This is an optimization exercise on Yosys and OpenROAD, whose aim is small area, a short achievable clock period and few clock cycles per item, not a production implementation. In this exercise RTL edits were held to simulation tests only and were not proved equivalent to the original.

run 1:
Design conv3x3, start of the top module:
module conv3x3(
    input wire clk,
    input wire rst,
    input wire en,
    input wire [7:0] pixel1,
    input wire [7:0] pixel2,
    input wire [7:0] pixel3,
    input wire [7:0] pixel4,
    input wire [7:0] pixel5,
    input wire [7:0] pixel6,
    input wire [7:0] pixel7,
    input wire [7:0] pixel8,
    input wire [7:0] pixel9,
    input wire [7:0] filter1,
    input wire [7:0] filter2,
    input wire [7:0] filter3,
    input wire [7:0] filter4,
    input wire [7:0] filter5,
    input wire [7:0] filter6,
    input wire [7:0] filter7,
    input wire [7:0] filter8,
    input wire [7:0] filter9,
    output wire [31:0] result,
    output wire done
);
Size in the first run: roughly 180 I/O pins, ~0.016 mm² of cells after synthesis.
clock: 10.0 ns
lec_check: 0
cap_margin: 20
core_margin: 2
core_utilization: 65
setup_slack_margin: 4.3
slew_margin: 20
synth_hierarchical: 1
standard.sh (not shown) runs the stock make flow with config.mk's settings and CLKGATE_MAP_FILE= SYNTH_SCRIPT=/design/flow/synth_recipe.tcl, a recipe that flattens the netlist after the stock synthesis.
==> flow/flow/run.sh <==
#!/bin/bash
set -o pipefail
bash standard.sh "BUFFER_PORTS_ARGS=-buffer_cell sky130_fd_sc_hd__buf_2" finish > standard_flow.log 2>&1
Testbench counts of run 1, summed over its fixed seeds: cycles 1,608, items 1,600.
Input changes introduced in run 2 (baseline for comparison: run 1):
- changing CORE_UTILIZATION from 65 to 40
- changing SETUP_SLACK_MARGIN from 4.3 to 4.5
### Flow results
The post-route met1 wirelength number comes out higher for run 2 vs run 1.
[compare] base=run 1 new=run 2: achievable clock frequency +about 3%, buffer count excluding the clock tree in the final layout increased by 4 relative to the old numbers.
In the metrics for run 2 and run 1, the one carrying the higher number of standard cells in the layout, taps in and fillers out is run 2.
Lower utilization after layout was reported by run 2, not run 1.
End point of the critical path = cs_reg[9]: run 2; end point of the critical path = cs_reg[29]: run 1
In the flow results for run 2 and run 1, the wire length is smaller on run 1.
Setup changes, run 2 to run 3
- SETUP_SLACK_MARGIN removed (was 4.5)
- CORE_UTILIZATION changed from 40 to 65
Notes after the runs:
Compared to run 2, run 3 reaches a lower achievable clock.
In run 3 the worst path required time turned out 0.10 ns lower than in run 2.
Wire: run 3 routes less than run 2
Higher final cell count among run 3 and run 2: run 2
Changes in run 4 relative to run 3:
- SETUP_SLACK_MARGIN: unset -> 4.4
Notes after the runs:
Result: PASS for each of run 3 and run 4. Changes observed in run 4 relative to run 3: data-path buffer share of cell area in the final layout shows an increase of 1.5 points; total placed instance area shows an increase of about 2%; global-route usage shows a reduction of 0.25 points; amount of wire on met2 after detailed routing shows a reduction of about 2%; non-clock buffer count shows an increase of 1.2%. Comparing run 3 and run 4, the higher post-synthesis to final-layout area growth was measured on run 4. Compare run 3 and run 4 | met1 demand-to-capacity share in global routing lower: run 3. Of run 3 and run 4, run 4 shows the lower first-iteration DRC count, with run 3 above it. NOTE placer's final routability congestion estimate run 3->run 4 increased by a few percent. Run 3 leaves less setup margin than run 4.

* * *

== try-yarrow ==
conv3x3 again, from the RTL that the note above started with.
Settings: LEC_CHECK=0, CAP_MARGIN=20, CORE_MARGIN=2, CORE_UTILIZATION=65, GPL_TIMING_DRIVEN=1, SLEW_MARGIN=20, SYNTH_HIERARCHICAL=1; clock period 10.0 ns.
Scripts as last shown in full above: flow/flow/run.sh
Testbench counts of try-yarrow, summed over its fixed seeds: cycles 1,608, items 1,600.
The following lists how try-willow was set up differently from try-yarrow:
Settings: an added SETUP_SLACK_MARGIN of 4; a deleted GPL_TIMING_DRIVEN that had been 1; a change of CORE_UTILIZATION from 65 to 40.
==> flow/run.sh (new file) <==
#!/bin/bash
# synth_recipe.tcl (not shown) runs the flow's synth.tcl, then flattens the netlist and writes it again
# the make line also repeats each setting of config.mk as NAME=value (left out here)
make -C /OpenROAD-flow-scripts/flow DESIGN_CONFIG=/design/flow/config.mk WORK_HOME=/design/flow/orfs CLKGATE_MAP_FILE= SYNTH_SCRIPT=/design/flow/synth_recipe.tcl finish
removed: flow/flow/run.sh
removed: flow/standard.sh
### Flow results
- try-willow | stages: all done | timing, DRC, antenna: all pass
- Half-perimeter wire length after detailed placement (higher): try-willow
- Sort try-yarrow and try-willow by total via count in the routed design desc -> top: try-yarrow
- Lower global router's overall resource usage was reported by try-willow, not try-yarrow.
Edits applied to the flow inputs when going from try-willow to try-sierra:
Settings: ABC_CLOCK_PERIOD_IN_PS newly set to 2000; SETUP_SLACK_MARGIN removed (was 4).
==> flow/flow/run.sh (new file) <==
#!/bin/bash
set -o pipefail
bash standard.sh "BUFFER_PORTS_ARGS=-buffer_cell sky130_fd_sc_hd__buf_2" finish > standard_flow.log 2>&1
==> flow/standard.sh (new file) <==
#!/bin/bash
# synth_recipe.tcl (not shown) runs the flow's synth.tcl, then flattens the netlist and writes it again
# the make line also repeats each setting of config.mk as NAME=value (left out here)
make -C /OpenROAD-flow-scripts/flow DESIGN_CONFIG=/design/flow/config.mk WORK_HOME=/design/flow/orfs CLKGATE_MAP_FILE= SYNTH_SCRIPT=/design/flow/synth_recipe.tcl "${@:-finish}"
removed: flow/run.sh
### Flow results
try-sierra against try-willow; number of global-route vias before repair is down slightly. Core utilization: try-sierra lower than try-willow. Comparing try-willow with try-sierra, the longest individual stage delay on the worst path came out essentially unchanged. Compared try-willow against try-sierra; met3 track demand over resource within noise. The higher share of the clock period used by the worst path after layout of try-sierra and try-willow is in try-willow. The final layout from try-sierra, which completed every stage, passed the timing, design-rule and antenna checks at the end of the flow.

port drivers added, routing unchanged:
The flow's constraints put no driver on any port. The routed layouts listed below were extracted and timed again, unchanged, in two steps. Step 1 (the two cells are an assumption about what drives the block):
set clk [get_ports {clk}]
set_driving_cell -lib_cell sky130_fd_sc_hd__clkbuf_16 $clk
set_driving_cell -lib_cell sky130_fd_sc_hd__buf_2 [delete_from_list [all_inputs] $clk]
Step 2 times the ports against the registers' clock, not the clock port: input delays grow and output delays shrink by t, the midpoint of the rising clock arrivals with the driver on. a / b / c = ideal / step 1 / step 2; a / b = the first two.
run	shift t [ns]	setup WS [ns]	clock arrival spread, ns
run 1	0.367	4.352 / 4.360 / 4.006	0.017 / 0.017
run 2	0.354	4.520 / 4.509 / 4.164	0.011 / 0.011
run 3	0.358	4.225 / 4.247 / 3.889	0.017 / 0.016
run 4	0.356	4.396 / 4.417 / 4.061	0.021 / 0.021
try-yarrow	0.358	4.225 / 4.247 / 3.889	0.017 / 0.016
try-willow	0.372	4.057 / 4.039 / 3.667	0.015 / 0.014
try-sierra	0.362	4.215 / 4.238 / 3.876	0.012 / 0.012
After both steps every run listed still meets setup and hold. For try-willow, which loses most, drivers alone change the setup slack by -0.018 ns; drivers and shift together by -0.390 ns.
